This is an optimization exercise on Yosys and OpenROAD, whose aim is small area and a short achievable clock period, not a production implementation. Where RTL was checked, it was by simulation tests only, not by an equivalence proof against the original. For run 1, only the layout was checked, not whether the RTL still works. Power is estimated from default activity; no workload was simulated.

==> flow/design.v, too long to show whole: its modules and the start of the top module <==
// module pfx_nnp: 4 lines
// module pfx_nnp_g: 3 lines
// module pfx_npp_g: 3 lines
// module pfx_pnn_g: 3 lines
// module pfx_ppn: 4 lines
// module pfx_ppn_g: 3 lines
// module cpa: 255 lines
// module adder_1: 44 lines
module adder_1 #(parameter DSIZE = 64)
            (
                in_a,
                in_b,
                in_c,
                in_d,
                sum,
                clk,
                rst_n
            );
  // ...
==> flow/flow/run.sh <==
#!/bin/bash
export BUFFER_PORTS_ARGS="-buffer_cell sky130_fd_sc_hd__buf_1"
bash standard.sh > standard.log 2>&1
==> flow/standard.sh <==
#!/bin/bash
# synth_recipe.tcl (not shown) runs the flow's synth.tcl, then flattens the netlist and writes it again
# the make line also repeats each setting of config.mk as NAME=value (left out here)
make -C /OpenROAD-flow-scripts/flow DESIGN_CONFIG=/design/flow/config.mk WORK_HOME=/design/flow/orfs CLKGATE_MAP_FILE= SYNTH_SCRIPT=/design/flow/synth_recipe.tcl "${@:-finish}"
==> flow/config.mk <==
export PLATFORM = sky130hd
export DESIGN_NAME = adder_1
export DESIGN_NICKNAME = adder_1
export VERILOG_FILES = /design/flow/design.v
export SDC_FILE = /design/flow/constraint.sdc
export NUM_CORES = 4
export LEC_CHECK = 0
export CAP_MARGIN = 20
export CORE_MARGIN = 2
export CORE_UTILIZATION = 40
export SETUP_SLACK_MARGIN = 2.1
export SLEW_MARGIN = 20
export SYNTH_HIERARCHICAL = 1
export SYNTH_MINIMUM_KEEP_SIZE = 0
==> flow/constraint.sdc <==
create_clock -name core_clock -period 4.0 [get_ports {clk}]
set_input_delay 0.8000 -clock core_clock [delete_from_list [all_inputs] [get_ports {clk}]]
set_output_delay 0.8000 -clock core_clock [all_outputs]
set_load 0.01 [all_outputs]
==> impl_metrics.toml, run 1 <==
[outcome]
status = "timing/DRC/antenna clean"

[global_routing]
grt.overflow.total = 0

[critical_path]
crit_type = "reg2reg"
slowest_stage = "dfrtp_1"
reg2reg_depth = 9
slowest_delay_ps = 400
cp.depth = 9
r2r-start = "sv_l[5]$_DFF_PN0_"

[cts]
ctsResizeCount = 280
ctsHtreeMaxLevel = 4
cts_setup_buffers = 34
cts_inserted_buffers = 17
clock_latency_ps = 440

[power_and_ir_drop]
comb_cell_power_uw = 5160
p_switching_uw = 3910
p_int_uw = 5820
power_leader = "combinational cells"

[sta]
fin_tns_setup_ps = 0
worst_pin_slew_ps = 871
min_period_ps = 2100

[synth]
synthMuxAreaShare = 0
synth_top_area_cell = "dfrtp_1"
async_flop_share = 1.00
synthSimpleGateAreaFrac = 0.0438
ys_top_cells_by_count = "dfrtp_1, fa_1, a21oi_2"
yosys_warnings = 7
ys_seq_elements = 191

[layout]
signal_buffers = 369
final_util = 0.580

[place]
port_buffers = 321
==> module adder_1, before the edit <==
module adder_1 #(parameter DSIZE = 64)
            (
                in_a,
                in_b,
                in_c,
                in_d,
                sum,
                clk,
                rst_n
            );
input   [DSIZE-1:0]     in_a;
input   [DSIZE-1:0]     in_b;
input   [DSIZE-1:0]     in_c;
input   [DSIZE-1:0]     in_d;
output  [DSIZE-1:0]     sum ;
input                   clk;
input                   rst_n;
wire   [DSIZE-1:0]      s1 = in_a ^ in_b ^ in_c;
wire   [DSIZE-1:0]      c1 = (in_a & in_b) | (in_a & in_c) | (in_b & in_c);
wire   [DSIZE-1:0]      c1s = {c1[DSIZE-2:0], 1'b0};
wire   [DSIZE-1:0]      s2 = s1 ^ c1s ^ in_d;
wire   [DSIZE-1:0]      c2 = (s1 & c1s) | (s1 & in_d) | (c1s & in_d);
reg    [DSIZE-1:0]      sv_l;
reg    [DSIZE-1:1]      cv_l;
reg    [DSIZE-1:0]      sum_l;
wire   [DSIZE-1:0]      sum_n;
cpa u_cpa (.x(sv_l), .y({cv_l, 1'b0}), .s(sum_n));
always @(posedge clk or negedge rst_n)
begin
    if(~rst_n)
    begin
        sv_l    <= 0;
        cv_l    <= 0;
        sum_l   <= 0;
    end
    else
    begin
        sv_l    <= s2;
        cv_l    <= c2[DSIZE-2:0];
        sum_l   <= sum_n;
    end
end
assign sum = sum_l;
endmodule
==> inputs of run 2 (changes only) <==
--- a/flow/design.v
+++ b/flow/design.v
@@ -13,19 +13,17 @@
 endmodule
 module pfx_ppn (input gi, input pi, input gj, input pj, output go, output po);
 assign go = ~((gi) | ((pi) & (gj)));
 assign po = ~((pi) & (pj));
 endmodule
 module pfx_ppn_g (input gi, input pi, input gj, output go);
 assign go = ~((gi) | ((pi) & (gj)));
 endmodule
-module cpa (input [63:0] x, input [63:0] y, output [63:0] s);
-wire [63:0] g0 = x & y;
-wire [63:0] p0 = x ^ y;
+module cpa (input [63:0] p0, input [63:0] g0, output [63:0] s);
 wire g1_1, g1_3, p1_3, g1_5, p1_5, g1_7, p1_7, g1_9, p1_9, g1_11, p1_11, g1_13, p1_13, g1_15, p1_15, g1_17, p1_17, g1_19, p1_19, g1_21, p1_21, g1_23, p1_23, g1_25, p1_25, g1_27, p1_27, g1_29, p1_29, g1_31, p1_31, g1_33, p1_33, g1_35, p1_35, g1_37, p1_37, g1_39, p1_39, g1_41, p1_41, g1_43, p1_43, g1_45, p1_45, g1_47, p1_47, g1_49, p1_49, g1_51, p1_51, g1_53, p1_53, g1_55, p1_55, g1_57, p1_57, g1_59, p1_59, g1_61, p1_61, g2_3, g2_5, p2_5, g2_7, p2_7, g2_9, p2_9, g2_11, p2_11, g2_13, p2_13, g2_15, p2_15, g2_17, p2_17, g2_19, p2_19, g2_21, p2_21, g2_23, p2_23, g2_25, p2_25, g2_27, p2_27, g2_29, p2_29, g2_31, p2_31, g2_33, p2_33, g2_35, p2_35, g2_37, p2_37, g2_39, p2_39, g2_41, p2_41, g2_43, p2_43, g2_45, p2_45, g2_47, p2_47, g2_49, p2_49, g2_51, p2_51, g2_53, p2_53, g2_55, p2_55, g2_57, p2_57, g2_59, p2_59, g2_61, p2_61, g3_5, g3_7, g3_9, p3_9, g3_11, p3_11, g3_13, p3_13, g3_15, p3_15, g3_17, p3_17, g3_19, p3_19, g3_21, p3_21, g3_23, p3_23, g3_25, p3_25, g3_27, p3_27, g3_29, p3_29, g3_31, p3_31, g3_33, p3_33, g3_35, p3_35, g3_37, p3_37, g3_39, p3_39, g3_41, p3_41, g3_43, p3_43, g3_45, p3_45, g3_47, p3_47, g3_49, p3_49, g3_51, p3_51, g3_53, p3_53, g3_55, p3_55, g3_57, p3_57, g3_59, p3_59, g3_61, p3_61, g4_9, g4_11, g4_13, g4_15, g4_17, p4_17, g4_19, p4_19, g4_21, p4_21, g4_23, p4_23, g4_25, p4_25, g4_27, p4_27, g4_29, p4_29, g4_31, p4_31, g4_33, p4_33, g4_35, p4_35, g4_37, p4_37, g4_39, p4_39, g4_41, p4_41, g4_43, p4_43, g4_45, p4_45, g4_47, p4_47, g4_49, p4_49, g4_51, p4_51, g4_53, p4_53, g4_55, p4_55, g4_57, p4_57, g4_59, p4_59, g4_61, p4_61, g5_17, g5_19, g5_21, g5_23, g5_25, g5_27, g5_29, g5_31, g5_33, p5_33, g5_35, p5_35, g5_37, p5_37, g5_39, p5_39, g5_41, p5_41, g5_43, p5_43, g5_45, p5_45, g5_47, p5_47, g5_49, p5_49, g5_51, p5_51, g5_53, p5_53, g5_55, p5_55, g5_57, p5_57, g5_59, p5_59, g5_61, p5_61, g6_33, g6_35, g6_37, g6_39, g6_41, g6_43, g6_45, g6_47, g6_49, g6_51, g6_53, g6_55, g6_57, g6_59, g6_61, g7_2, g7_4, g7_6, g7_8, g7_10, g7_12, g7_14, g7_16, g7_18, g7_20, g7_22, g7_24, g7_26, g7_28, g7_30, g7_32, g7_34, g7_36, g7_38, g7_40, g7_42, g7_44, g7_46, g7_48, g7_50, g7_52, g7_54, g7_56, g7_58, g7_60, g7_62;
 pfx_ppn_g u_1_1 (.gi(g0[1]), .pi(p0[1]), .gj(g0[0]), .go(g1_1));
 pfx_ppn u_1_3 (.gi(g0[3]), .pi(p0[3]), .gj(g0[2]), .pj(p0[2]), .po(p1_3), .go(g1_3));
 pfx_ppn u_1_5 (.gi(g0[5]), .pi(p0[5]), .gj(g0[4]), .pj(p0[4]), .po(p1_5), .go(g1_5));
 pfx_ppn u_1_7 (.gi(g0[7]), .pi(p0[7]), .gj(g0[6]), .pj(p0[6]), .po(p1_7), .go(g1_7));
 pfx_ppn u_1_9 (.gi(g0[9]), .pi(p0[9]), .gj(g0[8]), .pj(p0[8]), .po(p1_9), .go(g1_9));
 pfx_ppn u_1_11 (.gi(g0[11]), .pi(p0[11]), .gj(g0[10]), .pj(p0[10]), .po(p1_11), .go(g1_11));
 pfx_ppn u_1_13 (.gi(g0[13]), .pi(p0[13]), .gj(g0[12]), .pj(p0[12]), .po(p1_13), .go(g1_13));
@@ -268,16 +266,24 @@
 assign s[57] = ~(p0[57] ^ g7_56);
 assign s[58] = p0[58] ^ g6_57;
 assign s[59] = ~(p0[59] ^ g7_58);
 assign s[60] = p0[60] ^ g6_59;
 assign s[61] = ~(p0[61] ^ g7_60);
 assign s[62] = p0[62] ^ g6_61;
 assign s[63] = ~(p0[63] ^ g7_62);
 endmodule
+module fa_m (input a, input b, input c, output s, output co);
+assign s = a ^ b ^ c;
+assign co = (a & b) | (a & c) | (b & c);
+endmodule
+module ha_m (input a, input b, output s, output co);
+assign s = a ^ b;
+assign co = a & b;
+endmodule
 module adder_1 #(parameter DSIZE = 64)
             (
                 in_a,
                 in_b,
                 in_c,
                 in_d,
                 sum,
                 clk,
@@ -285,35 +291,227 @@
             );
 input   [DSIZE-1:0]     in_a;
 input   [DSIZE-1:0]     in_b;
 input   [DSIZE-1:0]     in_c;
 input   [DSIZE-1:0]     in_d;
 output  [DSIZE-1:0]     sum ;
 input                   clk;
 input                   rst_n;
-wire   [DSIZE-1:0]      s1 = in_a ^ in_b ^ in_c;
-wire   [DSIZE-1:0]      c1 = (in_a & in_b) | (in_a & in_c) | (in_b & in_c);
-wire   [DSIZE-1:0]      c1s = {c1[DSIZE-2:0], 1'b0};
-wire   [DSIZE-1:0]      s2 = s1 ^ c1s ^ in_d;
-wire   [DSIZE-1:0]      c2 = (s1 & c1s) | (s1 & in_d) | (c1s & in_d);
-reg    [DSIZE-1:0]      sv_l;
-reg    [DSIZE-1:1]      cv_l;
+wire   [DSIZE-1:0]      s1, c1, s2, c2, pv, gv;
+fa_m u_fa1_0 (.a(in_a[0]), .b(in_b[0]), .c(in_c[0]), .s(s1[0]), .co(c1[0]));
+fa_m u_fa1_1 (.a(in_a[1]), .b(in_b[1]), .c(in_c[1]), .s(s1[1]), .co(c1[1]));
+fa_m u_fa1_2 (.a(in_a[2]), .b(in_b[2]), .c(in_c[2]), .s(s1[2]), .co(c1[2]));
+fa_m u_fa1_3 (.a(in_a[3]), .b(in_b[3]), .c(in_c[3]), .s(s1[3]), .co(c1[3]));
+fa_m u_fa1_4 (.a(in_a[4]), .b(in_b[4]), .c(in_c[4]), .s(s1[4]), .co(c1[4]));
+fa_m u_fa1_5 (.a(in_a[5]), .b(in_b[5]), .c(in_c[5]), .s(s1[5]), .co(c1[5]));
+fa_m u_fa1_6 (.a(in_a[6]), .b(in_b[6]), .c(in_c[6]), .s(s1[6]), .co(c1[6]));
+fa_m u_fa1_7 (.a(in_a[7]), .b(in_b[7]), .c(in_c[7]), .s(s1[7]), .co(c1[7]));
+fa_m u_fa1_8 (.a(in_a[8]), .b(in_b[8]), .c(in_c[8]), .s(s1[8]), .co(c1[8]));
+fa_m u_fa1_9 (.a(in_a[9]), .b(in_b[9]), .c(in_c[9]), .s(s1[9]), .co(c1[9]));
+fa_m u_fa1_10 (.a(in_a[10]), .b(in_b[10]), .c(in_c[10]), .s(s1[10]), .co(c1[10]));
+fa_m u_fa1_11 (.a(in_a[11]), .b(in_b[11]), .c(in_c[11]), .s(s1[11]), .co(c1[11]));
+fa_m u_fa1_12 (.a(in_a[12]), .b(in_b[12]), .c(in_c[12]), .s(s1[12]), .co(c1[12]));
+fa_m u_fa1_13 (.a(in_a[13]), .b(in_b[13]), .c(in_c[13]), .s(s1[13]), .co(c1[13]));
+fa_m u_fa1_14 (.a(in_a[14]), .b(in_b[14]), .c(in_c[14]), .s(s1[14]), .co(c1[14]));
+fa_m u_fa1_15 (.a(in_a[15]), .b(in_b[15]), .c(in_c[15]), .s(s1[15]), .co(c1[15]));
+fa_m u_fa1_16 (.a(in_a[16]), .b(in_b[16]), .c(in_c[16]), .s(s1[16]), .co(c1[16]));
+fa_m u_fa1_17 (.a(in_a[17]), .b(in_b[17]), .c(in_c[17]), .s(s1[17]), .co(c1[17]));
+fa_m u_fa1_18 (.a(in_a[18]), .b(in_b[18]), .c(in_c[18]), .s(s1[18]), .co(c1[18]));
+fa_m u_fa1_19 (.a(in_a[19]), .b(in_b[19]), .c(in_c[19]), .s(s1[19]), .co(c1[19]));
+fa_m u_fa1_20 (.a(in_a[20]), .b(in_b[20]), .c(in_c[20]), .s(s1[20]), .co(c1[20]));
+fa_m u_fa1_21 (.a(in_a[21]), .b(in_b[21]), .c(in_c[21]), .s(s1[21]), .co(c1[21]));
+fa_m u_fa1_22 (.a(in_a[22]), .b(in_b[22]), .c(in_c[22]), .s(s1[22]), .co(c1[22]));
+fa_m u_fa1_23 (.a(in_a[23]), .b(in_b[23]), .c(in_c[23]), .s(s1[23]), .co(c1[23]));
+fa_m u_fa1_24 (.a(in_a[24]), .b(in_b[24]), .c(in_c[24]), .s(s1[24]), .co(c1[24]));
+fa_m u_fa1_25 (.a(in_a[25]), .b(in_b[25]), .c(in_c[25]), .s(s1[25]), .co(c1[25]));
+fa_m u_fa1_26 (.a(in_a[26]), .b(in_b[26]), .c(in_c[26]), .s(s1[26]), .co(c1[26]));
+fa_m u_fa1_27 (.a(in_a[27]), .b(in_b[27]), .c(in_c[27]), .s(s1[27]), .co(c1[27]));
+fa_m u_fa1_28 (.a(in_a[28]), .b(in_b[28]), .c(in_c[28]), .s(s1[28]), .co(c1[28]));
+fa_m u_fa1_29 (.a(in_a[29]), .b(in_b[29]), .c(in_c[29]), .s(s1[29]), .co(c1[29]));
+fa_m u_fa1_30 (.a(in_a[30]), .b(in_b[30]), .c(in_c[30]), .s(s1[30]), .co(c1[30]));
+fa_m u_fa1_31 (.a(in_a[31]), .b(in_b[31]), .c(in_c[31]), .s(s1[31]), .co(c1[31]));
+fa_m u_fa1_32 (.a(in_a[32]), .b(in_b[32]), .c(in_c[32]), .s(s1[32]), .co(c1[32]));
+fa_m u_fa1_33 (.a(in_a[33]), .b(in_b[33]), .c(in_c[33]), .s(s1[33]), .co(c1[33]));
+fa_m u_fa1_34 (.a(in_a[34]), .b(in_b[34]), .c(in_c[34]), .s(s1[34]), .co(c1[34]));
+fa_m u_fa1_35 (.a(in_a[35]), .b(in_b[35]), .c(in_c[35]), .s(s1[35]), .co(c1[35]));
+fa_m u_fa1_36 (.a(in_a[36]), .b(in_b[36]), .c(in_c[36]), .s(s1[36]), .co(c1[36]));
+fa_m u_fa1_37 (.a(in_a[37]), .b(in_b[37]), .c(in_c[37]), .s(s1[37]), .co(c1[37]));
+fa_m u_fa1_38 (.a(in_a[38]), .b(in_b[38]), .c(in_c[38]), .s(s1[38]), .co(c1[38]));
+fa_m u_fa1_39 (.a(in_a[39]), .b(in_b[39]), .c(in_c[39]), .s(s1[39]), .co(c1[39]));
+fa_m u_fa1_40 (.a(in_a[40]), .b(in_b[40]), .c(in_c[40]), .s(s1[40]), .co(c1[40]));
+fa_m u_fa1_41 (.a(in_a[41]), .b(in_b[41]), .c(in_c[41]), .s(s1[41]), .co(c1[41]));
+fa_m u_fa1_42 (.a(in_a[42]), .b(in_b[42]), .c(in_c[42]), .s(s1[42]), .co(c1[42]));
+fa_m u_fa1_43 (.a(in_a[43]), .b(in_b[43]), .c(in_c[43]), .s(s1[43]), .co(c1[43]));
+fa_m u_fa1_44 (.a(in_a[44]), .b(in_b[44]), .c(in_c[44]), .s(s1[44]), .co(c1[44]));
+fa_m u_fa1_45 (.a(in_a[45]), .b(in_b[45]), .c(in_c[45]), .s(s1[45]), .co(c1[45]));
+fa_m u_fa1_46 (.a(in_a[46]), .b(in_b[46]), .c(in_c[46]), .s(s1[46]), .co(c1[46]));
+fa_m u_fa1_47 (.a(in_a[47]), .b(in_b[47]), .c(in_c[47]), .s(s1[47]), .co(c1[47]));
+fa_m u_fa1_48 (.a(in_a[48]), .b(in_b[48]), .c(in_c[48]), .s(s1[48]), .co(c1[48]));
+fa_m u_fa1_49 (.a(in_a[49]), .b(in_b[49]), .c(in_c[49]), .s(s1[49]), .co(c1[49]));
+fa_m u_fa1_50 (.a(in_a[50]), .b(in_b[50]), .c(in_c[50]), .s(s1[50]), .co(c1[50]));
+fa_m u_fa1_51 (.a(in_a[51]), .b(in_b[51]), .c(in_c[51]), .s(s1[51]), .co(c1[51]));
+fa_m u_fa1_52 (.a(in_a[52]), .b(in_b[52]), .c(in_c[52]), .s(s1[52]), .co(c1[52]));
+fa_m u_fa1_53 (.a(in_a[53]), .b(in_b[53]), .c(in_c[53]), .s(s1[53]), .co(c1[53]));
+fa_m u_fa1_54 (.a(in_a[54]), .b(in_b[54]), .c(in_c[54]), .s(s1[54]), .co(c1[54]));
+fa_m u_fa1_55 (.a(in_a[55]), .b(in_b[55]), .c(in_c[55]), .s(s1[55]), .co(c1[55]));
+fa_m u_fa1_56 (.a(in_a[56]), .b(in_b[56]), .c(in_c[56]), .s(s1[56]), .co(c1[56]));
+fa_m u_fa1_57 (.a(in_a[57]), .b(in_b[57]), .c(in_c[57]), .s(s1[57]), .co(c1[57]));
+fa_m u_fa1_58 (.a(in_a[58]), .b(in_b[58]), .c(in_c[58]), .s(s1[58]), .co(c1[58]));
+fa_m u_fa1_59 (.a(in_a[59]), .b(in_b[59]), .c(in_c[59]), .s(s1[59]), .co(c1[59]));
+fa_m u_fa1_60 (.a(in_a[60]), .b(in_b[60]), .c(in_c[60]), .s(s1[60]), .co(c1[60]));
+fa_m u_fa1_61 (.a(in_a[61]), .b(in_b[61]), .c(in_c[61]), .s(s1[61]), .co(c1[61]));
+fa_m u_fa1_62 (.a(in_a[62]), .b(in_b[62]), .c(in_c[62]), .s(s1[62]), .co(c1[62]));
+assign s1[63] = in_a[63] ^ in_b[63] ^ in_c[63];
+assign c1[63] = 1'b0;
+ha_m u_fa2_0 (.a(s1[0]), .b(in_d[0]), .s(s2[0]), .co(c2[0]));
+fa_m u_fa2_1 (.a(s1[1]), .b(c1[0]), .c(in_d[1]), .s(s2[1]), .co(c2[1]));
+fa_m u_fa2_2 (.a(s1[2]), .b(c1[1]), .c(in_d[2]), .s(s2[2]), .co(c2[2]));
+fa_m u_fa2_3 (.a(s1[3]), .b(c1[2]), .c(in_d[3]), .s(s2[3]), .co(c2[3]));
+fa_m u_fa2_4 (.a(s1[4]), .b(c1[3]), .c(in_d[4]), .s(s2[4]), .co(c2[4]));
+fa_m u_fa2_5 (.a(s1[5]), .b(c1[4]), .c(in_d[5]), .s(s2[5]), .co(c2[5]));
+fa_m u_fa2_6 (.a(s1[6]), .b(c1[5]), .c(in_d[6]), .s(s2[6]), .co(c2[6]));
+fa_m u_fa2_7 (.a(s1[7]), .b(c1[6]), .c(in_d[7]), .s(s2[7]), .co(c2[7]));
+fa_m u_fa2_8 (.a(s1[8]), .b(c1[7]), .c(in_d[8]), .s(s2[8]), .co(c2[8]));
+fa_m u_fa2_9 (.a(s1[9]), .b(c1[8]), .c(in_d[9]), .s(s2[9]), .co(c2[9]));
+fa_m u_fa2_10 (.a(s1[10]), .b(c1[9]), .c(in_d[10]), .s(s2[10]), .co(c2[10]));
+fa_m u_fa2_11 (.a(s1[11]), .b(c1[10]), .c(in_d[11]), .s(s2[11]), .co(c2[11]));
+fa_m u_fa2_12 (.a(s1[12]), .b(c1[11]), .c(in_d[12]), .s(s2[12]), .co(c2[12]));
+fa_m u_fa2_13 (.a(s1[13]), .b(c1[12]), .c(in_d[13]), .s(s2[13]), .co(c2[13]));
+fa_m u_fa2_14 (.a(s1[14]), .b(c1[13]), .c(in_d[14]), .s(s2[14]), .co(c2[14]));
+fa_m u_fa2_15 (.a(s1[15]), .b(c1[14]), .c(in_d[15]), .s(s2[15]), .co(c2[15]));
+fa_m u_fa2_16 (.a(s1[16]), .b(c1[15]), .c(in_d[16]), .s(s2[16]), .co(c2[16]));
+fa_m u_fa2_17 (.a(s1[17]), .b(c1[16]), .c(in_d[17]), .s(s2[17]), .co(c2[17]));
+fa_m u_fa2_18 (.a(s1[18]), .b(c1[17]), .c(in_d[18]), .s(s2[18]), .co(c2[18]));
+fa_m u_fa2_19 (.a(s1[19]), .b(c1[18]), .c(in_d[19]), .s(s2[19]), .co(c2[19]));
+fa_m u_fa2_20 (.a(s1[20]), .b(c1[19]), .c(in_d[20]), .s(s2[20]), .co(c2[20]));
+fa_m u_fa2_21 (.a(s1[21]), .b(c1[20]), .c(in_d[21]), .s(s2[21]), .co(c2[21]));
+fa_m u_fa2_22 (.a(s1[22]), .b(c1[21]), .c(in_d[22]), .s(s2[22]), .co(c2[22]));
+fa_m u_fa2_23 (.a(s1[23]), .b(c1[22]), .c(in_d[23]), .s(s2[23]), .co(c2[23]));
+fa_m u_fa2_24 (.a(s1[24]), .b(c1[23]), .c(in_d[24]), .s(s2[24]), .co(c2[24]));
+fa_m u_fa2_25 (.a(s1[25]), .b(c1[24]), .c(in_d[25]), .s(s2[25]), .co(c2[25]));
+fa_m u_fa2_26 (.a(s1[26]), .b(c1[25]), .c(in_d[26]), .s(s2[26]), .co(c2[26]));
+fa_m u_fa2_27 (.a(s1[27]), .b(c1[26]), .c(in_d[27]), .s(s2[27]), .co(c2[27]));
+fa_m u_fa2_28 (.a(s1[28]), .b(c1[27]), .c(in_d[28]), .s(s2[28]), .co(c2[28]));
+fa_m u_fa2_29 (.a(s1[29]), .b(c1[28]), .c(in_d[29]), .s(s2[29]), .co(c2[29]));
+fa_m u_fa2_30 (.a(s1[30]), .b(c1[29]), .c(in_d[30]), .s(s2[30]), .co(c2[30]));
+fa_m u_fa2_31 (.a(s1[31]), .b(c1[30]), .c(in_d[31]), .s(s2[31]), .co(c2[31]));
+fa_m u_fa2_32 (.a(s1[32]), .b(c1[31]), .c(in_d[32]), .s(s2[32]), .co(c2[32]));
+fa_m u_fa2_33 (.a(s1[33]), .b(c1[32]), .c(in_d[33]), .s(s2[33]), .co(c2[33]));
+fa_m u_fa2_34 (.a(s1[34]), .b(c1[33]), .c(in_d[34]), .s(s2[34]), .co(c2[34]));
+fa_m u_fa2_35 (.a(s1[35]), .b(c1[34]), .c(in_d[35]), .s(s2[35]), .co(c2[35]));
+fa_m u_fa2_36 (.a(s1[36]), .b(c1[35]), .c(in_d[36]), .s(s2[36]), .co(c2[36]));
+fa_m u_fa2_37 (.a(s1[37]), .b(c1[36]), .c(in_d[37]), .s(s2[37]), .co(c2[37]));
+fa_m u_fa2_38 (.a(s1[38]), .b(c1[37]), .c(in_d[38]), .s(s2[38]), .co(c2[38]));
+fa_m u_fa2_39 (.a(s1[39]), .b(c1[38]), .c(in_d[39]), .s(s2[39]), .co(c2[39]));
+fa_m u_fa2_40 (.a(s1[40]), .b(c1[39]), .c(in_d[40]), .s(s2[40]), .co(c2[40]));
+fa_m u_fa2_41 (.a(s1[41]), .b(c1[40]), .c(in_d[41]), .s(s2[41]), .co(c2[41]));
+fa_m u_fa2_42 (.a(s1[42]), .b(c1[41]), .c(in_d[42]), .s(s2[42]), .co(c2[42]));
+fa_m u_fa2_43 (.a(s1[43]), .b(c1[42]), .c(in_d[43]), .s(s2[43]), .co(c2[43]));
+fa_m u_fa2_44 (.a(s1[44]), .b(c1[43]), .c(in_d[44]), .s(s2[44]), .co(c2[44]));
+fa_m u_fa2_45 (.a(s1[45]), .b(c1[44]), .c(in_d[45]), .s(s2[45]), .co(c2[45]));
+fa_m u_fa2_46 (.a(s1[46]), .b(c1[45]), .c(in_d[46]), .s(s2[46]), .co(c2[46]));
+fa_m u_fa2_47 (.a(s1[47]), .b(c1[46]), .c(in_d[47]), .s(s2[47]), .co(c2[47]));
+fa_m u_fa2_48 (.a(s1[48]), .b(c1[47]), .c(in_d[48]), .s(s2[48]), .co(c2[48]));
+fa_m u_fa2_49 (.a(s1[49]), .b(c1[48]), .c(in_d[49]), .s(s2[49]), .co(c2[49]));
+fa_m u_fa2_50 (.a(s1[50]), .b(c1[49]), .c(in_d[50]), .s(s2[50]), .co(c2[50]));
+fa_m u_fa2_51 (.a(s1[51]), .b(c1[50]), .c(in_d[51]), .s(s2[51]), .co(c2[51]));
+fa_m u_fa2_52 (.a(s1[52]), .b(c1[51]), .c(in_d[52]), .s(s2[52]), .co(c2[52]));
+fa_m u_fa2_53 (.a(s1[53]), .b(c1[52]), .c(in_d[53]), .s(s2[53]), .co(c2[53]));
+fa_m u_fa2_54 (.a(s1[54]), .b(c1[53]), .c(in_d[54]), .s(s2[54]), .co(c2[54]));
+fa_m u_fa2_55 (.a(s1[55]), .b(c1[54]), .c(in_d[55]), .s(s2[55]), .co(c2[55]));
+fa_m u_fa2_56 (.a(s1[56]), .b(c1[55]), .c(in_d[56]), .s(s2[56]), .co(c2[56]));
+fa_m u_fa2_57 (.a(s1[57]), .b(c1[56]), .c(in_d[57]), .s(s2[57]), .co(c2[57]));
+fa_m u_fa2_58 (.a(s1[58]), .b(c1[57]), .c(in_d[58]), .s(s2[58]), .co(c2[58]));
+fa_m u_fa2_59 (.a(s1[59]), .b(c1[58]), .c(in_d[59]), .s(s2[59]), .co(c2[59]));
+fa_m u_fa2_60 (.a(s1[60]), .b(c1[59]), .c(in_d[60]), .s(s2[60]), .co(c2[60]));
+fa_m u_fa2_61 (.a(s1[61]), .b(c1[60]), .c(in_d[61]), .s(s2[61]), .co(c2[61]));
+fa_m u_fa2_62 (.a(s1[62]), .b(c1[61]), .c(in_d[62]), .s(s2[62]), .co(c2[62]));
+assign s2[63] = s1[63] ^ c1[62] ^ in_d[63];
+assign c2[63] = 1'b0;
+assign pv[0] = s2[0];
+assign gv[0] = 1'b0;
+ha_m u_ha3_1 (.a(s2[1]), .b(c2[0]), .s(pv[1]), .co(gv[1]));
+ha_m u_ha3_2 (.a(s2[2]), .b(c2[1]), .s(pv[2]), .co(gv[2]));
+ha_m u_ha3_3 (.a(s2[3]), .b(c2[2]), .s(pv[3]), .co(gv[3]));
+ha_m u_ha3_4 (.a(s2[4]), .b(c2[3]), .s(pv[4]), .co(gv[4]));
+ha_m u_ha3_5 (.a(s2[5]), .b(c2[4]), .s(pv[5]), .co(gv[5]));
+ha_m u_ha3_6 (.a(s2[6]), .b(c2[5]), .s(pv[6]), .co(gv[6]));
+ha_m u_ha3_7 (.a(s2[7]), .b(c2[6]), .s(pv[7]), .co(gv[7]));
+ha_m u_ha3_8 (.a(s2[8]), .b(c2[7]), .s(pv[8]), .co(gv[8]));
+ha_m u_ha3_9 (.a(s2[9]), .b(c2[8]), .s(pv[9]), .co(gv[9]));
+ha_m u_ha3_10 (.a(s2[10]), .b(c2[9]), .s(pv[10]), .co(gv[10]));
+ha_m u_ha3_11 (.a(s2[11]), .b(c2[10]), .s(pv[11]), .co(gv[11]));
+ha_m u_ha3_12 (.a(s2[12]), .b(c2[11]), .s(pv[12]), .co(gv[12]));
+ha_m u_ha3_13 (.a(s2[13]), .b(c2[12]), .s(pv[13]), .co(gv[13]));
+ha_m u_ha3_14 (.a(s2[14]), .b(c2[13]), .s(pv[14]), .co(gv[14]));
+ha_m u_ha3_15 (.a(s2[15]), .b(c2[14]), .s(pv[15]), .co(gv[15]));
+ha_m u_ha3_16 (.a(s2[16]), .b(c2[15]), .s(pv[16]), .co(gv[16]));
+ha_m u_ha3_17 (.a(s2[17]), .b(c2[16]), .s(pv[17]), .co(gv[17]));
+ha_m u_ha3_18 (.a(s2[18]), .b(c2[17]), .s(pv[18]), .co(gv[18]));
+ha_m u_ha3_19 (.a(s2[19]), .b(c2[18]), .s(pv[19]), .co(gv[19]));
+ha_m u_ha3_20 (.a(s2[20]), .b(c2[19]), .s(pv[20]), .co(gv[20]));
+ha_m u_ha3_21 (.a(s2[21]), .b(c2[20]), .s(pv[21]), .co(gv[21]));
+ha_m u_ha3_22 (.a(s2[22]), .b(c2[21]), .s(pv[22]), .co(gv[22]));
+ha_m u_ha3_23 (.a(s2[23]), .b(c2[22]), .s(pv[23]), .co(gv[23]));
+ha_m u_ha3_24 (.a(s2[24]), .b(c2[23]), .s(pv[24]), .co(gv[24]));
+ha_m u_ha3_25 (.a(s2[25]), .b(c2[24]), .s(pv[25]), .co(gv[25]));
+ha_m u_ha3_26 (.a(s2[26]), .b(c2[25]), .s(pv[26]), .co(gv[26]));
+ha_m u_ha3_27 (.a(s2[27]), .b(c2[26]), .s(pv[27]), .co(gv[27]));
+ha_m u_ha3_28 (.a(s2[28]), .b(c2[27]), .s(pv[28]), .co(gv[28]));
+ha_m u_ha3_29 (.a(s2[29]), .b(c2[28]), .s(pv[29]), .co(gv[29]));
+ha_m u_ha3_30 (.a(s2[30]), .b(c2[29]), .s(pv[30]), .co(gv[30]));
+ha_m u_ha3_31 (.a(s2[31]), .b(c2[30]), .s(pv[31]), .co(gv[31]));
+ha_m u_ha3_32 (.a(s2[32]), .b(c2[31]), .s(pv[32]), .co(gv[32]));
+ha_m u_ha3_33 (.a(s2[33]), .b(c2[32]), .s(pv[33]), .co(gv[33]));
+ha_m u_ha3_34 (.a(s2[34]), .b(c2[33]), .s(pv[34]), .co(gv[34]));
+ha_m u_ha3_35 (.a(s2[35]), .b(c2[34]), .s(pv[35]), .co(gv[35]));
+ha_m u_ha3_36 (.a(s2[36]), .b(c2[35]), .s(pv[36]), .co(gv[36]));
+ha_m u_ha3_37 (.a(s2[37]), .b(c2[36]), .s(pv[37]), .co(gv[37]));
+ha_m u_ha3_38 (.a(s2[38]), .b(c2[37]), .s(pv[38]), .co(gv[38]));
+ha_m u_ha3_39 (.a(s2[39]), .b(c2[38]), .s(pv[39]), .co(gv[39]));
+ha_m u_ha3_40 (.a(s2[40]), .b(c2[39]), .s(pv[40]), .co(gv[40]));
+ha_m u_ha3_41 (.a(s2[41]), .b(c2[40]), .s(pv[41]), .co(gv[41]));
+ha_m u_ha3_42 (.a(s2[42]), .b(c2[41]), .s(pv[42]), .co(gv[42]));
+ha_m u_ha3_43 (.a(s2[43]), .b(c2[42]), .s(pv[43]), .co(gv[43]));
+ha_m u_ha3_44 (.a(s2[44]), .b(c2[43]), .s(pv[44]), .co(gv[44]));
+ha_m u_ha3_45 (.a(s2[45]), .b(c2[44]), .s(pv[45]), .co(gv[45]));
+ha_m u_ha3_46 (.a(s2[46]), .b(c2[45]), .s(pv[46]), .co(gv[46]));
+ha_m u_ha3_47 (.a(s2[47]), .b(c2[46]), .s(pv[47]), .co(gv[47]));
+ha_m u_ha3_48 (.a(s2[48]), .b(c2[47]), .s(pv[48]), .co(gv[48]));
+ha_m u_ha3_49 (.a(s2[49]), .b(c2[48]), .s(pv[49]), .co(gv[49]));
+ha_m u_ha3_50 (.a(s2[50]), .b(c2[49]), .s(pv[50]), .co(gv[50]));
+ha_m u_ha3_51 (.a(s2[51]), .b(c2[50]), .s(pv[51]), .co(gv[51]));
+ha_m u_ha3_52 (.a(s2[52]), .b(c2[51]), .s(pv[52]), .co(gv[52]));
+ha_m u_ha3_53 (.a(s2[53]), .b(c2[52]), .s(pv[53]), .co(gv[53]));
+ha_m u_ha3_54 (.a(s2[54]), .b(c2[53]), .s(pv[54]), .co(gv[54]));
+ha_m u_ha3_55 (.a(s2[55]), .b(c2[54]), .s(pv[55]), .co(gv[55]));
+ha_m u_ha3_56 (.a(s2[56]), .b(c2[55]), .s(pv[56]), .co(gv[56]));
+ha_m u_ha3_57 (.a(s2[57]), .b(c2[56]), .s(pv[57]), .co(gv[57]));
+ha_m u_ha3_58 (.a(s2[58]), .b(c2[57]), .s(pv[58]), .co(gv[58]));
+ha_m u_ha3_59 (.a(s2[59]), .b(c2[58]), .s(pv[59]), .co(gv[59]));
+ha_m u_ha3_60 (.a(s2[60]), .b(c2[59]), .s(pv[60]), .co(gv[60]));
+ha_m u_ha3_61 (.a(s2[61]), .b(c2[60]), .s(pv[61]), .co(gv[61]));
+ha_m u_ha3_62 (.a(s2[62]), .b(c2[61]), .s(pv[62]), .co(gv[62]));
+assign pv[63] = s2[63] ^ c2[62];
+assign gv[63] = 1'b0;
+reg    [DSIZE-1:0]      pv_l;
+reg    [DSIZE-2:1]      gv_l;
 reg    [DSIZE-1:0]      sum_l;
 wire   [DSIZE-1:0]      sum_n;
-cpa u_cpa (.x(sv_l), .y({cv_l, 1'b0}), .s(sum_n));
+cpa u_cpa (.p0(pv_l), .g0({1'b0, gv_l, 1'b0}), .s(sum_n));
 always @(posedge clk or negedge rst_n)
 begin
     if(~rst_n)
     begin
-        sv_l    <= 0;
-        cv_l    <= 0;
+        pv_l    <= 0;
+        gv_l    <= 0;
         sum_l   <= 0;
     end
     else
     begin
-        sv_l    <= s2;
-        cv_l    <= c2[DSIZE-2:0];
+        pv_l    <= pv;
+        gv_l    <= gv[DSIZE-2:1];
         sum_l   <= sum_n;
     end
 end
 assign sum = sum_l;
 endmodule
==> flow/config.mk (replaced) <==
export PLATFORM = sky130hd
export DESIGN_NAME = adder_1
export DESIGN_NICKNAME = adder_1
export VERILOG_FILES = /design/flow/design.v
export SDC_FILE = /design/flow/constraint.sdc
export NUM_CORES = 4
export LEC_CHECK = 0
export CAP_MARGIN = 20
export CORE_MARGIN = 2
export CORE_UTILIZATION = 70
export PLACE_DENSITY = 0.8
export SETUP_SLACK_MARGIN = 2.2
export SLEW_MARGIN = 20
export SYNTH_HIERARCHICAL = 1
export SYNTH_MINIMUM_KEEP_SIZE = 0
==> run 2 against run 1 <==
Net effect:
- the run now fails in global routing (5_1_grt)
- synthesized area shrank 0.33%
- synthesized cell count shrank 0.13%
==> impl_metrics.toml, run 2 <==
[outcome]
status = "stopped before the end"
error_line = "[ERROR DPL-0038] Utilization greater than 100%, impossible to legalize"
lastStage = "global routing (5_1_grt)"

[place]
hpwl_um = 21300
port_buffers = 321
post-place-ws_ps = 1570
dpl-instance-area_um2 = 12200
gp_congestion = 0.859

[cts]
cts_inserted_buffers = 17
cts.sinks = 190
cts-hold-fix-buffers = 0
ctsHtreeMaxLevel = 4
root_buffer = "clkbuf_16"
clockBufferDepth = 2

[synth]
synth_top_area_frac = 0.449
yosys_warnings = 7
yosysMostFrequentCell = "dfrtp_1"
ys_seq_elements = 190
synth_edf_count = 0
synth_area_leaders = "dfrtp_1, fa_1, a21oi_2"
ys_top_cells_by_count = "dfrtp_1, fa_1, a21oi_2"
async_flop_share = 1.00
syn_area_per_cell_um2 = 13.6
synth_top_area_cell = "dfrtp_1"
netlist_area_um2 = 10600
yosysSeqAreaShare = 0.449
ys.flop_type = "dfrtp_1"
synth_cell_types = 15
synthesis.instances = 778

[die]
die_w_um = 127
dieHeight_um = 127
start_util = 0.723
io_pins = 322
num_rows = 44

[sta]
worst_endpoint = "sum_l[57]$_DFF_PN0_/D"
worst-ep-kind = "sequential cell input"

[global_routing]
grt_start_max_net_pins = 72
==> run 2: cell count changes after synthesis, sizes merged <==
cell	delta
dfrtp	-1
ha	-1
xnor2	+3
xnor3	-1
xor2	-1
==> run 2: power by group through the flow <==
stage               clock network [uW]  registers (uW)  logic, uW
global placement                     0            3220       2990
detailed placement                   0            3260       3160
floorplan                            0            3300       1900
CTS                               1720            3260       3640
==> run 2: cell families after synthesis <==
| logic type | after synthesis | share of synthesized area |
|---|---|---|
| XOR/XNOR | 67 | 0.0574 |
| AND/OR/NAND/NOR | 124 | 0.0440 |
| adder cells (fa/ha/maj) | 188 | 0.311 |
| AO/OA/AOI/OAI | 186 | 0.130 |
| buffers and inverters | 22 | 0.00815 |
| other | 1 | 0.000354 |
| flip-flops | 190 | 0.449 |
==> run 2: timing repair <==
action,CTS
pin swaps,104
gates resized for setup,108
setup endpoints to repair,114
buffers inserted,16
==> run 2: per-stage QoR <==
| step | total power (uW) | cells |
|---|---|---|
| 3_3_place_gp | 6210 | 1287 |
| 2_1_floorplan | 5210 | 779 |
| 4_1_cts | 8630 | 1334 |
| 3_5_place_dp | 6420 | 1287 |
==> run 2: worst max-delay path by stage <==
| stage | endpoint | slack (ps) | cells past startpoint |
|---|---|---|---|
| after floorplan | pv_l[11]$_DFF_PN0_ | 1830 | 3 |
| after detailed placement | pv_l[50]$_DFF_PN0_ | 1570 | 4 |
| after global placement | pv_l[42]$_DFF_PN0_ | 1670 | 4 |
| after CTS | pv_l[50]$_DFF_PN0_ | 2050 | 4 |
==> run 2: per-module statistics from Yosys, one instance, submodules excluded <==
module	flops+latches	copies in the design	cells inside	area, um2
adder_1	190	1	195	4810
cpa	0	1	64	559
fa_m	0	125	1	20.0
ha_m	0	63	1	12.5
pfx_nnp	0	52	2	8.76
pfx_nnp_g	0	14	1	5.00
pfx_npp_g	0	6	2	12.5
pfx_pnn_g	0	15	2	12.5
pfx_ppn	0	72	2	12.5
pfx_ppn_g	0	27	1	8.76
==> inputs of run 3 (changes only) <==
--- a/flow/config.mk
+++ b/flow/config.mk
@@ -9,4 +9,3 @@
 export CORE_MARGIN = 2
-export CORE_UTILIZATION = 70
-export PLACE_DENSITY = 0.8
+export CORE_UTILIZATION = 40
 export SETUP_SLACK_MARGIN = 2.2
==> run 3 against run 2 <==
Net effect:
- the run now finishes clean
- synthesized cell count unchanged
- synthesized area unchanged
==> impl_metrics.toml, run 3 <==
[global_routing]
grt_pass1_vias = 7900
antenna_found_initial = 0
grt_start_max_net_pins = 75
grt_first_pass_wirelength_um = 39700
grt.overflow.total = 0
grt_usage = 0.185

[critical_path]
worstSetupStartpointType = "input port"
crit_type = "in2reg"
slowest_stage = "fa_1"
critical_path.endpoint_type = "register"
slowest_delay_ps = 610
crit_top_cell = "fa_1"
crit_arrival_ps = 2250
critPathMaxFanout = 1
required_ps = 4320
crit_chain = "buf_1 > fa_1 > fa_1 > ha_4"

[power_and_ir_drop]
power_density_nw_per_um2 = 634
peakVddDrop_uv = 364
power_uw = 9070
cellLeakagePower_uw = 0.00549

[synth]
ys_seq_elements = 190
syn_area_per_cell_um2 = 13.6
synth_top_area_cell = "dfrtp_1"
synth_cell_types = 15
yosys_warnings = 7
ys_top_cells_by_count = "dfrtp_1, fa_1, a21oi_2"
synth_edf_count = 0
synth_area_leaders = "dfrtp_1, fa_1, a21oi_2"
async_flop_share = 1.00
synth_top_area_frac = 0.449
synthesis.instances = 778
yosysSeqAreaShare = 0.449
netlist_area_um2 = 10600
yosysMostFrequentCell = "dfrtp_1"
ys.flop_type = "dfrtp_1"

[cts]
ctsHtreeMaxLevel = 4
root_buffer = "clkbuf_16"
clock_latency_ps = 430
clockBufferDepth = 2
cts.sinks = 190
path_clk_slew_ps = 70
cts_inserted_buffers = 17
cts_tree = "done"

[place]
gp_congestion = 0.824
hpwl_um = 19900
port_buffers = 321

[layout]
fillers = 2221
fin_nets = 1604
num_antenna_cells = 0
mostFrequentLayoutCells = "buf_1, dfrtp_1, fa_1"
final_common_cell = "buf_1"
seq_area_um2 = 4760
area_delta_synth_final_pct = 35.2
reg_top3 = "pv_l x64, sum_l x64, gv_l x62"
final_layout_size_suffix_gt1_frac = 0.312
multi_input_area_um2 = 6810

[drt]
wirelength_um = 24800
wire_per_inst_um = 16.5
drc_errors = 0
ant_nets = 0
drt-vias-per-instance = 4.72
dr.pass1.iters = 4
via_count = 7111
detail_route.iter0.violations = 247

[sta]
min_period_ps = 1930
fin_crit_sh = 0.483
fin_skew_ps = 10.5
finalHoldViolations = 0
fmax_mhz = 518
setup_viol = 0
slew_violations = 0
slew_headroom = 0.554
rsz0062_at_grt = "yes"
worst_pin_slew_ps = 670
fin_tns_setup_ps = 0

[die]
core_area_um2 = 26100
io_pins = 322
start_util = 0.406
dieHeight_um = 167
die_w_um = 167
die_area_um2 = 27800
num_rows = 59

[flow_run]
drv_cap = 0

[min_path]
hold_class = "reg2reg"

[outcome]
status = "timing/DRC/antenna clean"
run 3: cell counts after synthesis:
No cell type changed its count.
run 3: final timing paths:
kind,start,to,slack (ps),depth (start not counted)
worst min-delay path,pv_l[0]$_DFF_PN0_,sum_l[0]$_DFF_PN0_,360,0
worst max register to register,pv_l[21]$_DFF_PN0_,sum_l[59]$_DFF_PN0_,2120,8
max in group asynchronous,rst_n,pv_l[34]$_DFF_PN0_,2730,2
min in group asynchronous,rst_n,sum_l[0]$_DFF_PN0_,430,1
worst min register to register,pv_l[0]$_DFF_PN0_,sum_l[0]$_DFF_PN0_,360,0
worst max-delay path,in_a[36],pv_l[36]$_DFF_PN0_,2070,4
run 3: cell families after synthesis:
| family | count (synthesis) | synth area share |
|---|---|---|
| AO/OA/AOI/OAI | 186 | 0.130 |
| XOR/XNOR | 67 | 0.0574 |
| adder cells (fa/ha/maj) | 188 | 0.311 |
| buffers and inverters | 22 | 0.00815 |
| flip-flops | 190 | 0.449 |
| other | 1 | 0.000354 |
| AND/OR/NAND/NOR | 124 | 0.0440 |
run 3: area by class of cell:
type                       count  area share
inverter                      21     0.00568
clock buffer                  19      0.0309
multi-input combinational    567       0.476
tap                          335      0.0293
clock inverter                13      0.0128
sequential                   190       0.332
timing repair buffer         361       0.113
run 3: what timing repair did:
item / in CTS / in global routing
resized for setup: 133 / 87
buffers inserted: 27 / 11
endpoints found under the hold margin: 0 / 0
hold buffers: 0 / 0
pin swaps: 102 / 58
endpoints found under the setup margin: 103 / 118
run 3: stage by stage:
stage	setup slack (ps)	std cells	area [um2]	hold slack (ps)	utilization
CTS	2130	1495	13800	370	0.531
global placement	1640	1436	12400	332	0.474
detailed placement	1650	1436	12400	354	0.474
floorplan	1830	779	10700	416	-
global route	2040	1506	14300	375	0.549
finish	2070	1506	14300	362	0.549
run 3: per-module statistics from Yosys (local to each module, per instance):
module | cells | cell area (um2)
pfx_nnp | 2 | 8.76
pfx_nnp_g | 1 | 5.00
pfx_ppn | 2 | 12.5
pfx_npp_g | 2 | 12.5
pfx_ppn_g | 1 | 8.76
adder_1 | 195 | 4810
ha_m | 1 | 12.5
pfx_pnn_g | 2 | 12.5
cpa | 64 | 559
fa_m | 1 | 20.0
run 3: report_power, final:
group | total, uW | leakage, uW | switching (uW) | internal, uW
sequential | 3240 | 0.00229 | 561 | 2680
clock | 1810 | 0.000312 | 740 | 1070
combinational | 4020 | 0.00289 | 2290 | 1730
total | 9070 | 0.00549 | 3590 | 5490
run 3: per-layer routing:
| layer | track usage | vias to the layer above | share of wire |
|---|---|---|---|
| li1 | - | 3357 | - |
| met2 | 0.318 | 219 | 0.51 |
| met5 | 0 | - | 0 |
| met4 | 0.0517 | 0 | 0.016 |
| met1 | 0.237 | 3514 | 0.42 |
| met3 | 0.0394 | 21 | 0.054 |
run 3: worst max-delay path: cells and delay by family:
| family | cells | cell delay, ps |
|---|---|---|
| buffers and inverters | 1 | 90 |
| adders and majority gates | 3 | 1360 |
==> inputs of run 4 (changes only) <==
--- a/flow/config.mk
+++ b/flow/config.mk
@@ -9,4 +9,5 @@
 export CORE_MARGIN = 2
-export CORE_UTILIZATION = 40
-export SETUP_SLACK_MARGIN = 2.2
+export CORE_UTILIZATION = 50
+export PLACE_DENSITY = 0.7
+export SETUP_SLACK_MARGIN = 2.3
 export SLEW_MARGIN = 20
==> run 4 against run 3 <==
Net effect:
- sequential power increased by 3%
- synthesized area is the same
- sequential share of layout area shrank 2.5 points
- routed wire length rose by 9.0%
- still clean on timing, DRC and antenna
- clock power down 12%
- register-to-register slack worse by 20 ps
- worst setup slack worse by 38 ps
- critical endpoint unchanged
- combinational power rose by 19%
- largest cell class unchanged
- count of clock-buffer cells in the layout increased by 1
- die area shrank 20%
- flip-flop and latch count is the same
==> impl_metrics.toml, run 4 <==
[layout]
final_layout_size_suffix_gt1_frac = 0.492
num_antenna_cells = 0
mostFrequentLayoutCells = "buf_1, dfrtp_1, fa_1"
fillers = 1345
final_common_cell = "buf_1"
fin_nets = 1630
area_delta_synth_final_pct = 46.7
reg_top3 = "pv_l x64, sum_l x64, gv_l x62"
multi_input_area_um2 = 7360
stdcell_count = 1471
seq_area_um2 = 4770

[critical_path]
reg2reg_depth = 8
crit_buf_inv = 1
rr_endpoint = "sum_l[63]$_DFF_PN0_"
critical_path.endpoint_type = "register"
crit_chain = "buf_6 > fa_2 > fa_2 > ha_4"
critPathMaxFanout = 1
crit_top_cell = "fa_2"
worstSetupStartpointType = "input port"
crit_arrival_ps = 2280
r2r-start = "pv_l[7]$_DFF_PN0_"
r2r_setup_slack_ps = 2100
crit_type = "in2reg"
crit_family = "adder cells"
slowest_stage = "fa_2"
required_ps = 4310
worstSetupStartpoint = "in_b[36]"
slowest_delay_ps = 630

[synth]
synth_area_leaders = "dfrtp_1, fa_1, a21oi_2"
yosysMostFrequentCell = "dfrtp_1"
synth_cell_types = 15
yosysSeqAreaShare = 0.449
ys.flop_type = "dfrtp_1"
yosys_warnings = 7
syn_area_per_cell_um2 = 13.6
ys_top_cells_by_count = "dfrtp_1, fa_1, a21oi_2"
synth_top_area_cell = "dfrtp_1"
synth_top_area_frac = 0.449
ys_seq_elements = 190
netlist_area_um2 = 10600
synthesis.instances = 778
async_flop_share = 1.00
synth_edf_count = 0

[sta]
rsz0062_at_grt = "yes"
finalHoldViolations = 0
fin_hold_ws_ps = 357
slew_violations = 0
fin_skew_ps = 11.6
min_period_ps = 1970
worst_pin_slew_ps = 534
fin_crit_sh = 0.492
slew_headroom = 0.644
fmax_mhz = 508
fin_tns_setup_ps = 0
setup_viol = 0

[place]
port_buffers = 321
hpwl_um = 19800
gp_congestion = 0.819
dp_cells = 1375

[power_and_ir_drop]
power_uw = 9730
peakVddDrop_uv = 307
cellLeakagePower_uw = 0.00616
power_density_nw_per_um2 = 626

[drt]
dr.pass1.iters = 4
wire_per_inst_um = 18.4
ant_nets = 0
drc_errors = 0
wirelength_um = 27000
via_count = 7503
detail_route.iter0.violations = 237
drt-vias-per-instance = 5.10

[die]
io_pins = 322
start_util = 0.507
dieHeight_um = 150
core_area_um2 = 20900
die_area_um2 = 22400
num_rows = 53
die_w_um = 150

[global_routing]
grt_first_pass_wirelength_um = 39000
antenna_found_initial = 0
grt_usage = 0.232
grt_start_max_net_pins = 191
grt.overflow.total = 0
grt_pass1_vias = 8074

[min_path]
min_path_cells = 0
worstHoldEndpoint = "sum_l[0]$_DFF_PN0_"
hold_class = "reg2reg"
min_from = "pv_l[0]$_DFF_PN0_"

[cts]
clock_latency_ps = 420
cts_tree = "done"
cts_inserted_buffers = 17
path_clk_slew_ps = 70
clockBufferDepth = 2
ctsHtreeMaxLevel = 4
cts.sinks = 190
root_buffer = "clkbuf_16"

[flow_run]
drv_cap = 0

[outcome]
status = "timing/DRC/antenna clean"
-- run 4: layout make-up --
cell class | instances | share of cell area
Sequential cell | 190 | 0.307
Timing Repair Buffer | 387 | 0.156
Tap cell | 275 | 0.0221
Multi-Input combinational cell | 567 | 0.474
Inverter | 21 | 0.00507
Clock buffer | 20 | 0.0288
Clock inverter | 11 | 0.00677
-- run 4: how the worst max path moves through the flow --
stage | end | slack (ps) | cells after the start
3_5_place_dp | pv_l[36]$_DFF_PN0_ | 1590 | 4
5_1_grt | sum_l[57]$_DFF_PN0_ | 2040 | 8
3_3_place_gp | pv_l[36]$_DFF_PN0_ | 1610 | 4
4_1_cts | pv_l[37]$_DFF_PN0_ | 2080 | 4
6_report | pv_l[36]$_DFF_PN0_ | 2030 | 4
2_1_floorplan | pv_l[11]$_DFF_PN0_ | 1830 | 3
-- run 4: per-module statistics from Yosys (local to each module, per instance) --
module | area [um2] | times used | cells | flops+latches
pfx_npp_g | 12.5 | 6 | 2 | 0
ha_m | 12.5 | 63 | 1 | 0
fa_m | 20.0 | 125 | 1 | 0
pfx_nnp | 8.76 | 52 | 2 | 0
pfx_nnp_g | 5.00 | 14 | 1 | 0
pfx_pnn_g | 12.5 | 15 | 2 | 0
pfx_ppn | 12.5 | 72 | 2 | 0
adder_1 | 4810 | 1 | 195 | 190
cpa | 559 | 1 | 64 | 0
pfx_ppn_g | 8.76 | 27 | 1 | 0
-- run 4: logic make-up (layout without fill, tap and decap cells) --
logic type,count (synthesis),in the layout,share of synthesized area
buffers and inverters,22,439,0.00815
flip-flops,190,190,0.449
other,1,2,0.000354
XOR/XNOR,67,67,0.0574
adder cells (fa/ha/maj),188,188,0.311
AND/OR/NAND/NOR,124,124,0.0440
AO/OA/AOI/OAI,186,186,0.130
-- run 4: power breakdown --
group          switching, uW  leakage, uW  internal, uW
clock                    717     0.000260           877
sequential               637      0.00228          2690
combinational           2570      0.00363          2240
-- run 4: per-stage QoR --
stage | setup slack (ps) | area, um2 | utilization
finish | 2030 | 15500 | 0.744
detailed placement | 1590 | 12300 | 0.587
CTS | 2080 | 14200 | 0.679
floorplan | 1830 | 10700 | -
global placement | 1610 | 12300 | 0.587
global route | 2040 | 15500 | 0.744
-- run 4: routing by layer --
metal | vias to the layer above | part of all wire | global-route usage
met5 | - | 0 | 0
met4 | 0 | 0.022 | 0.0614
met3 | 47 | 0.052 | 0.0409
met2 | 250 | 0.54 | 0.420
met1 | 3790 | 0.38 | 0.287
li1 | 3416 | - | -
-- run 4: timing repair --
action	in CTS	in global routing
hold buffers	0	0
setup buffers	32	32
pin swaps	117	125
gates resized for setup	264	289
setup endpoints to repair	230	239
==> inputs of run 5 (changes only) <==
==> flow/flow/run.sh (replaced) <==
#!/bin/bash
export BUFFER_PORTS_ARGS="-buffer_cell sky130_fd_sc_hd__buf_1"
bash standard.sh ABC_LOAD_IN_FF=3 finish > standard.log 2>&1
--- a/flow/config.mk
+++ b/flow/config.mk
@@ -9,5 +9,4 @@
 export CORE_MARGIN = 2
-export CORE_UTILIZATION = 50
-export PLACE_DENSITY = 0.7
-export SETUP_SLACK_MARGIN = 2.3
+export CORE_UTILIZATION = 40
+export SETUP_SLACK_MARGIN = 2.2
 export SLEW_MARGIN = 20
==> run 5 against run 4 <==
Net effect:
- combinational power down 19%
- worst setup slack improved by 47 ps
- final cell count rose by 1.6%
- non-clock buffer count fell by 31
- via count down 3.8%
- synthesized area decreased by 4.3%
- flip-flop and latch count unchanged
- die area grew 19%
- critical path type unchanged
- largest cell class unchanged
- largest power group unchanged
==> impl_metrics.toml, run 5 <==
[outcome]
status = "timing/DRC/antenna clean"

[power_and_ir_drop]
p_sw_frac = 0.392
power_density_nw_per_um2 = 622
peakVddDrop_uv = 279
pwr-share-seq = 0.363
comb_power_share = 0.446
cellLeakagePower_uw = 0.00543
p_switching_uw = 3430
pwr-share-clk = 0.191
power_uw = 8740
p_int_uw = 5310

[flow_run]
drv_cap = 0

[synth]
yosysMostFrequentCell = "dfrtp_1"
synth_edf_count = 0
ys_seq_elements = 190
synth_top_family_by_area = "adder cells"
synthSimpleGateAreaFrac = 0.0459
synthAdderAreaFrac = 0.325
syn_area_per_cell_um2 = 13.0
synth_top_area_cell = "dfrtp_1"
synth_xor_area_frac = 0.0600
netlist_area_um2 = 10100
synthesis.instances = 778
yosys_warnings = 7
ys.flop_type = "dfrtp_1"
async_flop_share = 1.00
yosysSeqAreaShare = 0.469
synth_compound_area_frac = 0.0918
synthMuxAreaShare = 0
synth_area_leaders = "dfrtp_1, fa_1, ha_1"
ys_top_cells_by_count = "dfrtp_1, fa_1, a21oi_1"
synth_cell_types = 14
synth_top_area_frac = 0.469

[cts]
cts_tree = "done"
path_clk_slew_ps = 70
cts_inserted_buffers = 17
ctsHtreeMaxLevel = 4
cts.sinks = 190
cts-hold-fix-buffers = 0
clockBufferDepth = 2
clock_latency_ps = 430
root_buffer = "clkbuf_16"

[global_routing]
grt_start_max_net_pins = 191
grt_first_pass_wirelength_um = 38900
antenna_found_initial = 0
grt_pass1_vias = 7740
grt.overflow.total = 0
grt_usage = 0.194

[layout]
mostFrequentLayoutCells = "buf_1, dfrtp_1, fa_1"
reg_top3 = "pv_l x64, sum_l x64, gv_l x62"
final_common_cell = "buf_1"
num_antenna_cells = 0
fillers = 2092
fin_nets = 1599
area_delta_synth_final_pct = 38.6
seq_area_um2 = 4760
final_layout_size_suffix_gt1_frac = 0.287
multi_input_area_um2 = 6650

[die]
num_rows = 58
die_area_um2 = 26600
dieHeight_um = 163
core_area_um2 = 25000
die_w_um = 163
io_pins = 322
start_util = 0.405

[drt]
wire_per_inst_um = 16.7
wirelength_um = 24900
drc_errors = 0
dr.pass1.iters = 4
drt-vias-per-instance = 4.83
detail_route.iter0.violations = 275
ant_nets = 0
via_count = 7215

[critical_path]
required_ps = 4310
slowest_delay_ps = 530
worstSetupStartpointType = "input port"
critical_path.endpoint_type = "register"
critPathMaxFanout = 1
crit_type = "in2reg"
crit_chain = "clkbuf_2 > fa_2 > fa_1 > ha_1"
crit_arrival_ps = 2230
slowest_stage = "fa_1"

[min_path]
hold_class = "reg2reg"

[sta]
fmax_mhz = 520
fin_crit_sh = 0.480
slew_headroom = 0.254
slew_violations = 0
finalHoldViolations = 0
fin_skew_ps = 12.7
worst_pin_slew_ps = 1120
min_period_ps = 1920
setup_viol = 0
rsz0062_at_grt = "yes"
fin_tns_setup_ps = 0
fin_hold_ws_ps = 351

[place]
port_buffers = 321
gp_congestion = 0.876
hpwl_um = 20100
==> run 5: changes by cell type after synthesis <==
cell     before  now
o21ai_2       6    0
a21oi_1       0  114
a21oi_2     114    0
o21ai_1      66   72
==> run 5: what timing repair did <==
action | in CTS | in global routing
gates resized for setup | 166 | 151
pin swaps | 102 | 87
gates cloned | 0 | 0
buffers inserted | 26 | 8
endpoints found under the setup margin | 116 | 123
endpoints found under the hold margin | 0 | 0
==> run 5: metrics by stage <==
step	cells	setup WS, ps	utilization	cell area [um2]
finish	1495	2080	0.561	14100
global route	1495	2040	0.561	14100
CTS	1487	2080	0.536	13400
detailed placement	1430	1580	0.475	11900
global placement	1430	1580	0.475	11900
floorplan	779	1830	-	10200
==> run 5: cell families after synthesis <==
group / Yosys count
flops: 190
simple gates: 124
other cells: 1
fa+ha+maj: 188
compound gates: 186
buf+inv: 22
xor+xnor: 67
==> run 5: final timing paths <==
check	slack, ps	cells past startpoint	startpoint	to
setup / recovery	2080	4	in_a[33]	pv_l[33]$_DFF_PN0_
hold / removal	350	0	pv_l[0]$_DFF_PN0_	sum_l[0]$_DFF_PN0_
setup reg to reg	2140	9	pv_l[3]$_DFF_PN0_	sum_l[55]$_DFF_PN0_
hold reg to reg	350	0	pv_l[0]$_DFF_PN0_	sum_l[0]$_DFF_PN0_
max in group asynchronous	2600	2	rst_n	sum_l[6]$_DFF_PN0_
min in group asynchronous	490	2	rst_n	sum_l[3]$_DFF_PN0_
==> run 5: per-module statistics from Yosys, one instance, submodules excluded <==
| module | copies in the design | cells inside | flip-flops and latches |
|---|---|---|---|
| pfx_nnp_g | 14 | 1 | 0 |
| ha_m | 63 | 1 | 0 |
| pfx_ppn | 72 | 2 | 0 |
| pfx_nnp | 52 | 2 | 0 |
| fa_m | 125 | 1 | 0 |
| cpa | 1 | 64 | 0 |
| adder_1 | 1 | 195 | 190 |
| pfx_ppn_g | 27 | 1 | 0 |
| pfx_pnn_g | 15 | 2 | 0 |
| pfx_npp_g | 6 | 2 | 0 |
==> run 5: layout make-up <==
cell class,instances,share of cell area
tap,330,0.0294
sequential,190,0.338
multi-input combinational,567,0.473
inverter,21,0.00579
clock buffer,22,0.0337
timing repair buffer,356,0.112
clock inverter,9,0.00783
==> run 5: power by group through the flow <==
stage | Sequential, uW | Combinational, uW | Clock, uW
after detailed placement | 3130 | 2900 | 0
final | 3180 | 3900 | 1670
after global placement | 3130 | 2860 | 0
after global routing | 3270 | 4330 | 1810
after floorplan | 3220 | 1640 | 0
after CTS | 3150 | 3550 | 1720
==> run 5: per-layer routing <==
layer | vias to the layer above | GRT usage | routed length, um
li1 | 3347 | - | -
met1 | 3634 | 0.251 | 10300
met2 | 214 | 0.329 | 12700
met3 | 20 | 0.0490 | 1580
met4 | 0 | 0.0459 | 303
met5 | - | 0 | 0
==> run 5: critical path: cells and delay by family <==
kind	cells	cell delay (ps)
fa+ha+maj	3	1320
buf+inv	1	110
==> inputs of run 6 (changes only) <==
--- a/flow/config.mk
+++ b/flow/config.mk
@@ -10,3 +10,3 @@
 export CORE_UTILIZATION = 40
-export SETUP_SLACK_MARGIN = 2.2
+export SETUP_SLACK_MARGIN = 2.1
 export SLEW_MARGIN = 20
==> run 6 against run 5 <==
Net effect:
- critical path type is now reg2reg
- power shrank 2.3%
- register-to-register slack got worse by 80 ps
- highest routed layer unchanged
- synthesized area stayed put
- critical path depth grew 6
- still clean
- synthesized cell count stayed put
- critical endpoint is now sum_l[23]$_DFF_PN0_
==> impl_metrics.toml, run 6 <==
[outcome]
status = "timing/DRC/antenna clean"

[die]
start_util = 0.405
num_rows = 58
die_w_um = 163
core_area_um2 = 25000
dieHeight_um = 163
io_pins = 322
die_area_um2 = 26600

[drt]
wirelength_um = 24700
via_count = 7173
wl_met2_um = 12400
drc_errors = 0
drt-vias-per-instance = 4.83
detail_route.iter0.violations = 213
wire_per_inst_um = 16.7
top_layer = "met4"
met3_length_um = 1640
wl_met1_um = 10400
ant_nets = 0
dr.pass1.iters = 4

[critical_path]
worstSetupStartpoint = "pv_l[3]$_DFF_PN0_"
worstSetupStartpointType = "register"
r2r_setup_slack_ps = 2060
critical_path.endpoint_type = "register"
r2r-start = "pv_l[3]$_DFF_PN0_"
reg2reg_depth = 10
crit_type = "reg2reg"
rr_endpoint = "sum_l[23]$_DFF_PN0_"
required_ps = 4350
critical_path.endpoint = "sum_l[23]$_DFF_PN0_"
critPathMaxFanout = 3
crit_arrival_ps = 2290

[sta]
setup_viol = 0
finalHoldViolations = 0
rsz0062_at_grt = "yes"
fin_tns_setup_ps = 0
worst_pin_slew_ps = 911
fmax_mhz = 515
slew_headroom = 0.392
fin_hold_ws_ps = 363
fin_skew_ps = 10.3
fin_crit_sh = 0.486
slew_violations = 0
min_period_ps = 1940

[synth]
ys_seq_elements = 190
yosys_warnings = 7
synth_edf_count = 0
yosysSeqAreaShare = 0.469
synthesis.instances = 778
synth_top_area_cell = "dfrtp_1"
syn_area_per_cell_um2 = 13.0
netlist_area_um2 = 10100
ys_top_cells_by_count = "dfrtp_1, fa_1, a21oi_1"
synth_area_leaders = "dfrtp_1, fa_1, ha_1"
ys.flop_type = "dfrtp_1"
async_flop_share = 1.00
synth_cell_types = 14
synth_top_area_frac = 0.469
yosysMostFrequentCell = "dfrtp_1"

[flow_run]
drv_cap = 0

[power_and_ir_drop]
peakVddDrop_uv = 258
power_density_nw_per_um2 = 626
cellLeakagePower_uw = 0.00529

[place]
gp_congestion = 0.864
hpwl_um = 20100
port_buffers = 321

[global_routing]
grt.overflow.total = 0
antenna_found_initial = 0
grt_usage = 0.188
grt_start_max_net_pins = 65
grt_pass1_vias = 7609
grt_first_pass_wirelength_um = 37800

[layout]
fillers = 2197
final_layout_size_suffix_gt1_frac = 0.237
area_delta_synth_final_pct = 34.6
mostFrequentLayoutCells = "buf_1, dfrtp_1, fa_1"
final_util = 0.545
fin_nets = 1590
num_antenna_cells = 0
final_common_cell = "buf_1"
reg_top3 = "pv_l x64, sum_l x64, gv_l x62"

[cts]
cts.sinks = 190
cts_tree = "done"
clock_latency_ps = 430
path_clk_slew_ps = 70
cts-hold-fix-buffers = 0
cts_inserted_buffers = 17
ctsHtreeMaxLevel = 4
clockBufferDepth = 2
root_buffer = "clkbuf_16"

[min_path]
hold_class = "reg2reg"
min_path_cells = 0
## run 6: worst min-delay path by stage
stage | start | end | slack (ps)
after global routing | pv_l[0]$_DFF_PN0_ | sum_l[0]$_DFF_PN0_ | 380
after detailed placement | pv_l[0]$_DFF_PN0_ | sum_l[0]$_DFF_PN0_ | 350
after CTS | pv_l[0]$_DFF_PN0_ | sum_l[0]$_DFF_PN0_ | 360
final | pv_l[0]$_DFF_PN0_ | sum_l[0]$_DFF_PN0_ | 360
after global placement | pv_l[0]$_DFF_PN0_ | sum_l[0]$_DFF_PN0_ | 330
after floorplan | pv_l[63]$_DFF_PN0_ | sum_l[63]$_DFF_PN0_ | 420
## run 6: layout make-up
class                      count  area [um2]  area share
inverter                      21        81.3     0.00596
sequential                   190        4760       0.349
timing repair buffer         347        1460       0.107
multi-input combinational    567        6360       0.466
clock inverter                14         144      0.0105
clock buffer                  17         425      0.0312
tap                          330         413      0.0303
## run 6: cells by family (layout without fill, tap and decap cells)
| logic type | count (synthesis) | count (layout) | share of synthesized area |
|---|---|---|---|
| flops | 190 | 190 | 0.469 |
| fa+ha+maj | 188 | 188 | 0.325 |
| compound gates | 186 | 186 | 0.0918 |
| simple gates | 124 | 124 | 0.0459 |
| xor+xnor | 67 | 67 | 0.0600 |
| buf+inv | 22 | 399 | 0.00852 |
| other cells | 1 | 2 | 0.000370 |
## run 6: worst max-delay path, stage by stage, from the launching register on
cell and delay, ps:
dfrtp_2 440, a21oi_4 240, o21ai_4 120, a21oi_4 230, buf_6 140, inv_4 30, a21oi_4 180, buf_6 140
inv_2 40, a21oi_2 160, xnor2_1 140
## run 6: power by group
group          switching [uW]  internal (uW)
clock network             723            917
logic                    2180           1530
registers                 514           2680
## run 6: stage by stage
stage | cell area, um2 | setup slack (ps) | total power, uW | instances
floorplan | 10200 | 1830 | 4850 | 779
global placement | 11900 | 1470 | 6000 | 1432
detailed placement | 11900 | 1430 | 6040 | 1432
CTS | 12800 | 2010 | 7980 | 1475
global route | 13600 | 2010 | 9160 | 1486
finish | 13600 | 2060 | 8540 | 1486
## run 6: metal layers
metal / up-vias / global-route usage
met5: - / 0
met4: 0 / 0.0430
met3: 22 / 0.0460
met2: 236 / 0.315
met1: 3590 / 0.248
li1: 3325 / -
## run 6: what timing repair did
item                                    CTS  global route
setup buffers                            12            11
endpoints found under the setup margin   48            58
pin swaps                                 9            61
cloned                                    0             0
gates resized for setup                  55           185
endpoints found under the hold margin     0             0
## run 6: modules after synthesis (local to each module, per instance), a selection
module / area, um2 / cells / times used
pfx_pnn_g: 8.76 / 2 / 15
pfx_nnp: 8.76 / 2 / 52
ha_m: 12.5 / 1 / 63
fa_m: 20.0 / 1 / 125
pfx_ppn_g: 5.00 / 1 / 27
pfx_ppn: 8.76 / 2 / 72
cpa: 559 / 64 / 1
pfx_nnp_g: 5.00 / 1 / 14

==> separate check: timing with driven ports <==
Ports are ideal in the flow. The routed layouts listed here were re-timed in OpenROAD. Step 1 sets driving cells, clkbuf_16 on the clock port and buf_2 on the other inputs (assumed; they add their load-dependent delay and slew). Step 2 also shifts input and output timing later by t, the mid clock arrival at the registers, as if the neighbouring blocks saw the same clock. Three values: ideal, step 1, step 2; two values: the first two.
run | t, ns | slack for setup (ns)
run 1 | 0.478 | 1.904 / 1.904 / 1.904
run 3 | 0.474 | 2.069 / 2.096 / 1.623
run 4 | 0.466 | 2.031 / 2.048 / 1.582
run 5 | 0.471 | 2.078 / 2.102 / 1.632
run 6 | 0.473 | 2.058 / 2.058 / 1.611
After both steps every run listed still meets setup and hold.
